What follows belongs to an exercise in optimizing a design on an open flow for small area and a short achievable clock period; a production flow would make more cautious choices. Only simulation tests tie the RTL to the original design; equivalence was not proved.

==> inputs of run Z <==
Design ALU_TOP, start of the top module:
module ALU_TOP (
  input  wire [15:0] A,
  input  wire [15:0] B,
  input  wire [3:0]  ALU_FUN,
  input  wire        CLK,
  input  wire        RST,
  output wire [31:0] Arith_OUT,
  output wire [15:0] Logic_OUT,
  output wire [15:0] Shift_OUT,
  output wire [2:0]  CMP_OUT,
  output wire        Arith_FLAG,
  output wire        Carry_OUT,
  output wire        Logic_FLAG,
  output wire        Shift_FLAG,
  output wire        CMP_FLAG
);
  wire [0:0] s1x15 = A[15];
  wire s115_P0 = ~(s1x15[0] ^ B[0]);
  wire s115_G0 = s1x15[0] | ~B[0];
  wire [0:0] s1d15;
  assign s1d15[0] = ~s115_P0;
  wire q15 = ~|B[15:1] & s115_G0;
  wire [0:0] s1r15 = q15 ? s1d15 : s1x15;
  wire [1:0] s1x14 = {s1r15, A[14]};
  wire s114_P0 = ~(s1x14[0] ^ B[0]);
  wire s114_G0 = s1x14[0] | ~B[0];
  wire s114_P1 = ~(s1x14[1] ^ B[1]);
  wire s114_G1 = s1x14[1] & ~B[1];
  wire s114_g1_1 = s114_G1 | (s114_P1 & s114_G0);
  wire s114_p1_1 = s114_P1 & s114_P0;
  wire [1:0] s1d14;
  assign s1d14[0] = ~s114_P0;
  assign s1d14[1] = s114_P1 ^ s114_G0;
  ...
==> flow/config.mk <==
export PLATFORM = sky130hd
export DESIGN_NAME = ALU_TOP
export DESIGN_NICKNAME = ALU_TOP
export VERILOG_FILES = /design/flow/design.v
export SDC_FILE = /design/flow/constraint.sdc
export NUM_CORES = 4
export LEC_CHECK = 0
export ABC_AREA = 1
export CAP_MARGIN = 80
export CORE_MARGIN = 2
export CORE_UTILIZATION = 40
export SLEW_MARGIN = 80
export SYNTH_HIERARCHICAL = 1
export SYNTH_MINIMUM_KEEP_SIZE = 0
==> flow/constraint.sdc <==
create_clock -name core_clock -period 110.0 [get_ports {CLK}]
set_input_delay 22.0000 -clock core_clock [delete_from_list [all_inputs] [get_ports {CLK}]]
set_output_delay 22.0000 -clock core_clock [all_outputs]
set_load 0.01 [all_outputs]
standard.sh (not shown) runs the stock make flow with config.mk's settings and CLKGATE_MAP_FILE= SYNTH_SCRIPT=/design/flow/synth_recipe.tcl, a recipe that flattens the netlist after the stock synthesis.
==> flow/flow/run.sh <==
#!/bin/bash
set -euo pipefail
bash standard.sh "BUFFER_PORTS_ARGS=-buffer_cell sky130_fd_sc_hd__buf_1" finish > standard.log 2>&1
==> run D (differences from run Z) <==
--- a/flow/design.v
+++ b/flow/design.v
@@ -1,8 +1,8 @@
-module mul16 (input wire [15:0] a, input wire [15:0] b, output wire [31:0] pn);
+module mul16 (input wire [15:0] a, input wire [15:0] b, output wire [31:0] p);
   wire m1 = ~(a[0] & b[0]);
   wire m2 = ~(a[0] & b[1]);
   wire m3 = ~(a[0] & b[2]);
   wire m4 = ~(a[0] & b[3]);
   wire m5 = ~(a[0] & b[4]);
   wire m6 = ~(a[0] & b[5]);
   wire m7 = ~(a[0] & b[6]);
@@ -698,113 +698,133 @@
   wire m697, m698;
   FA um697 (m638, m639, m696, m697, m698);
   wire m699, m700;
   FA um699 (m640, m641, m698, m699, m700);
   wire m701, m702;
   FA um701 (m642, m643, m700, m701, m702);
   wire m703, m704;
-  FA um703 (m644, m645, m702, m703, m704);
+  FA um703 (m644, m645, 1'b1, m703, m704);
   wire m705, m706;
   FA um705 (m646, m647, m704, m705, m706);
   wire m707, m708;
   FA um707 (m648, m649, m706, m707, m708);
   wire m709, m710;
   FA um709 (m650, m651, m708, m709, m710);
   wire m711, m712;
   FA um711 (m652, m653, m710, m711, m712);
   wire m713, m714;
   FA um713 (m654, m655, m712, m713, m714);
   wire m715, m716;
-  FA um715 (m656, m657, 1'b1, m715, m716);
+  FA um715 (m644, m645, 1'b0, m715, m716);
   wire m717, m718;
-  FA um717 (m658, m659, m716, m717, m718);
+  FA um717 (m646, m647, m716, m717, m718);
   wire m719, m720;
-  FA um719 (m660, m661, m718, m719, m720);
+  FA um719 (m648, m649, m718, m719, m720);
   wire m721, m722;
-  FA um721 (m662, m663, m720, m721, m722);
+  FA um721 (m650, m651, m720, m721, m722);
   wire m723, m724;
-  FA um723 (m664, m665, m722, m723, m724);
+  FA um723 (m652, m653, m722, m723, m724);
   wire m725, m726;
-  FA um725 (m666, m667, m724, m725, m726);
-  wire m727, m728;
-  FA um727 (m668, m669, m726, m727, m728);
-  wire m729, m730;
-  FA um729 (m670, m671, m728, m729, m730);
-  wire m731, m732;
-  FA um731 (m672, m673, m730, m731, m732);
-  wire m733, m734;
-  FA um733 (m674, m675, m732, m733, m734);
-  wire m735, m736;
-  FA um735 (m256, m676, m734, m735, m736);
-  wire m737, m738;
-  FA um737 (m656, m657, 1'b0, m737, m738);
-  wire m739, m740;
-  FA um739 (m658, m659, m738, m739, m740);
-  wire m741, m742;
-  FA um741 (m660, m661, m740, m741, m742);
-  wire m743, m744;
-  FA um743 (m662, m663, m742, m743, m744);
-  wire m745, m746;
-  FA um745 (m664, m665, m744, m745, m746);
-  wire m747, m748;
-  FA um747 (m666, m667, m746, m747, m748);
-  wire m749, m750;
-  FA um749 (m668, m669, m748, m749, m750);
-  wire m751, m752;
-  FA um751 (m670, m671, m750, m751, m752);
-  wire m753, m754;
-  FA um753 (m672, m673, m752, m753, m754);
-  wire m755, m756;
-  FA um755 (m674, m675, m754, m755, m756);
-  wire m757, m758;
-  FA um757 (m256, m676, m756, m757, m758);
-  wire m759 = m714 ? m715 : m737;
-  wire m760 = m714 ? m717 : m739;
-  wire m761 = m714 ? m719 : m741;
-  wire m762 = m714 ? m721 : m743;
-  wire m763 = m714 ? m723 : m745;
-  wire m764 = m714 ? m725 : m747;
-  wire m765 = m714 ? m727 : m749;
-  wire m766 = m714 ? m729 : m751;
-  wire m767 = m714 ? m731 : m753;
-  wire m768 = m714 ? m733 : m755;
-  wire m769 = m714 ? m735 : m757;
-  wire m770 = m714 ? m736 : m758;
-  assign pn[0] = m1;
-  assign pn[1] = m677;
-  assign pn[2] = m679;
-  assign pn[3] = m681;
-  assign pn[4] = m683;
-  assign pn[5] = m685;
-  assign pn[6] = m687;
-  assign pn[7] = m689;
-  assign pn[8] = m691;
-  assign pn[9] = m693;
-  assign pn[10] = m695;
-  assign pn[11] = m697;
-  assign pn[12] = m699;
-  assign pn[13] = m701;
-  assign pn[14] = m703;
-  assign pn[15] = m705;
-  assign pn[16] = m707;
-  assign pn[17] = m709;
-  assign pn[18] = m711;
-  assign pn[19] = m713;
-  assign pn[20] = m759;
-  assign pn[21] = m760;
-  assign pn[22] = m761;
-  assign pn[23] = m762;
-  assign pn[24] = m763;
-  assign pn[25] = m764;
-  assign pn[26] = m765;
-  assign pn[27] = m766;
-  assign pn[28] = m767;
-  assign pn[29] = m768;
-  assign pn[30] = m769;
-  assign pn[31] = m770;
+  FA um725 (m654, m655, m724, m725, m726);
+  wire m727 = m702 ? m703 : m715;
+  wire m728 = m702 ? m705 : m717;
+  wire m729 = m702 ? m707 : m719;
+  wire m730 = m702 ? m709 : m721;
+  wire m731 = m702 ? m711 : m723;
+  wire m732 = m702 ? m713 : m725;
+  wire m733 = m702 ? m714 : m726;
+  wire m734, m735;
+  FA um734 (m656, m657, 1'b1, m734, m735);
+  wire m736, m737;
+  FA um736 (m658, m659, m735, m736, m737);
+  wire m738, m739;
+  FA um738 (m660, m661, m737, m738, m739);
+  wire m740, m741;
+  FA um740 (m662, m663, m739, m740, m741);
+  wire m742, m743;
+  FA um742 (m664, m665, m741, m742, m743);
+  wire m744, m745;
+  FA um744 (m666, m667, m743, m744, m745);
+  wire m746, m747;
+  FA um746 (m656, m657, 1'b0, m746, m747);
+  wire m748, m749;
+  FA um748 (m658, m659, m747, m748, m749);
+  wire m750, m751;
+  FA um750 (m660, m661, m749, m750, m751);
+  wire m752, m753;
+  FA um752 (m662, m663, m751, m752, m753);
+  wire m754, m755;
+  FA um754 (m664, m665, m753, m754, m755);
+  wire m756, m757;
+  FA um756 (m666, m667, m755, m756, m757);
+  wire m758 = m733 ? m734 : m746;
+  wire m759 = m733 ? m736 : m748;
+  wire m760 = m733 ? m738 : m750;
+  wire m761 = m733 ? m740 : m752;
+  wire m762 = m733 ? m742 : m754;
+  wire m763 = m733 ? m744 : m756;
+  wire m764 = m733 ? m745 : m757;
+  wire m765, m766;
+  FA um765 (m668, m669, 1'b1, m765, m766);
+  wire m767, m768;
+  FA um767 (m670, m671, m766, m767, m768);
+  wire m769, m770;
+  FA um769 (m672, m673, m768, m769, m770);
+  wire m771, m772;
+  FA um771 (m674, m675, m770, m771, m772);
+  wire m773, m774;
+  FA um773 (m256, m676, m772, m773, m774);
+  wire m775, m776;
+  FA um775 (m668, m669, 1'b0, m775, m776);
+  wire m777, m778;
+  FA um777 (m670, m671, m776, m777, m778);
+  wire m779, m780;
+  FA um779 (m672, m673, m778, m779, m780);
+  wire m781, m782;
+  FA um781 (m674, m675, m780, m781, m782);
+  wire m783, m784;
+  FA um783 (m256, m676, m782, m783, m784);
+  wire m785 = m764 ? m765 : m775;
+  wire m786 = m764 ? m767 : m777;
+  wire m787 = m764 ? m769 : m779;
+  wire m788 = m764 ? m771 : m781;
+  wire m789 = m764 ? m773 : m783;
+  wire m790 = m764 ? m774 : m784;
+  assign p[0] = ~m1;
+  assign p[1] = ~m677;
+  assign p[2] = ~m679;
+  assign p[3] = ~m681;
+  assign p[4] = ~m683;
+  assign p[5] = ~m685;
+  assign p[6] = ~m687;
+  assign p[7] = ~m689;
+  assign p[8] = ~m691;
+  assign p[9] = ~m693;
+  assign p[10] = ~m695;
+  assign p[11] = ~m697;
+  assign p[12] = ~m699;
+  assign p[13] = ~m701;
+  assign p[14] = ~m727;
+  assign p[15] = ~m728;
+  assign p[16] = ~m729;
+  assign p[17] = ~m730;
+  assign p[18] = ~m731;
+  assign p[19] = ~m732;
+  assign p[20] = ~m758;
+  assign p[21] = ~m759;
+  assign p[22] = ~m760;
+  assign p[23] = ~m761;
+  assign p[24] = ~m762;
+  assign p[25] = ~m763;
+  assign p[26] = ~m785;
+  assign p[27] = ~m786;
+  assign p[28] = ~m787;
+  assign p[29] = ~m788;
+  assign p[30] = ~m789;
+  assign p[31] = ~m790;
 endmodule
 module FA (input wire a, input wire b, input wire c, output wire s, output wire co);
   assign s = a ^ b ^ c;
   assign co = (a & b) | (a & c) | (b & c);
 endmodule
 module ALU_TOP (
   input  wire [15:0] A,
@@ -1726,17 +1746,16 @@
   assign s2d0[11] = s20_P11 ^ s20_g8_10;
   assign s2d0[12] = s20_P12 ^ s20_g8_11;
   assign s2d0[13] = s20_P13 ^ s20_g8_12;
   assign s2d0[14] = s20_P14 ^ s20_g8_13;
   assign s2d0[15] = s20_P15 ^ s20_g8_14;
   wire q0 = 1'b1 & s20_g8_15;
   wire [15:0] quo = {qh_r, q6, q5, q4, q3, q2, q1, q0};
-  wire [31:0] prodn;   
-  mul16 u_mul (.a(a_r), .b(b_r), .pn(prodn));
-  wire [31:0] prod = ~prodn;
+  wire [31:0] prod;
+  mul16 u_mul (.a(a_r), .b(b_r), .p(prod));
   wire en_a = v_r & ~f_r[3] & ~f_r[2];
   wire en_l = v_r & ~f_r[3] &  f_r[2];
   wire en_c = v_r &  f_r[3] & ~f_r[2];
   wire en_s = v_r &  f_r[3] &  f_r[2];
   wire sb = f_r[0] | f_r[3];
   wire [16:0] ac;
   wire [15:0] as;
==> flow_results.xml <==
<?xml version="1.0" encoding="UTF-8"?>
<metrics>
  <group name="layout">
    <metric name="clkCellAreaFrac" unit="%">0.980</metric>
    <metric name="seqAreaFraction" unit="%">6.33</metric>
    <metric name="fillers" unit="">4060</metric>
  </group>
  <group name="run_status">
    <metric name="status" unit="">complete, no violations</metric>
  </group>
  <group name="power_and_ir_drop">
    <metric name="total_switching_power" unit="W">0.000144</metric>
    <metric name="p_comb" unit="W">0.000231</metric>
  </group>
  <group name="logic_synthesis">
    <metric name="ys_top_cells_by_area" unit="">sky130_fd_sc_hd__fa_1, sky130_fd_sc_hd__nand2_1, sky130_fd_sc_hd__ha_1, sky130_fd_sc_hd__dfxtp_1, sky130_fd_sc_hd__inv_1</metric>
    <metric name="ys_types" unit="">59</metric>
    <metric name="synthMuxAreaShare" unit="%">0</metric>
    <metric name="avgSynthCellArea" unit="um2">8.02</metric>
  </group>
  <group name="die">
    <metric name="initial_core_utilization" unit="%">40.5</metric>
  </group>
</metrics>
the above is filed under run Z

==> flow_results.xml <==
<?xml version="1.0" encoding="UTF-8"?>
<metrics>
  <group name="clock_tree">
    <metric name="clock_tree_from_tritoncts" unit="">built</metric>
    <metric name="cts_hold_repair.buffers" unit="">0</metric>
  </group>
  <group name="power_and_ir_drop">
    <metric name="totalPowerFinal" unit="W">0.000346</metric>
    <metric name="power.share.switching" unit="%">54.2</metric>
    <metric name="p_comb" unit="W">0.000306</metric>
  </group>
  <group name="layout">
    <metric name="seqAreaFraction" unit="%">6.31</metric>
    <metric name="fillers" unit="">4098</metric>
    <metric name="clkCellAreaFrac" unit="%">0.873</metric>
  </group>
  <group name="logic_synthesis">
    <metric name="ys_types" unit="">60</metric>
    <metric name="avgSynthCellArea" unit="um2">7.85</metric>
    <metric name="synthMuxAreaShare" unit="%">0.365</metric>
    <metric name="yosysWarnings" unit="">7</metric>
  </group>
  <group name="drt">
    <metric name="route.final.wire_length" unit="mm">52.3</metric>
    <metric name="first_pass_iters" unit="">5</metric>
  </group>
  <group name="die">
    <metric name="initial_core_utilization" unit="%">40.4</metric>
  </group>
  <group name="run_status">
    <metric name="status" unit="">complete, no violations</metric>
  </group>
</metrics>
the above is filed under run D

afterwards: timing with drivers on the ports:
In the flow no input, the clock included, has a driving cell. The finished layouts below were timed again as built, in two steps.
Step 1 assumes that a clkbuf_16 drives the clock port and a buf_2 every other input.
Step 2, shift: input delay + t, output delay - t, t = (earliest + latest rising clock arrival at the registers) / 2. This alone moves slack from input paths to output paths.
a / b / c = no drivers / after step 1 / after step 2; a / b = the first two.
run | t, ns | slack for setup (ns) | hold slack, ns | worst setup path after step 2 | worst register clock-pin slew, ns
run Z | 0.367 | 75.117 / 75.072 / 75.341 | 21.409 / 21.386 / 21.753 | input to register | 0.10 / 0.10
run D | 0.366 | 74.970 / 74.922 / 75.120 | 21.433 / 21.410 / 21.776 | input to register | 0.09 / 0.09
After both steps every run listed still meets setup and hold.
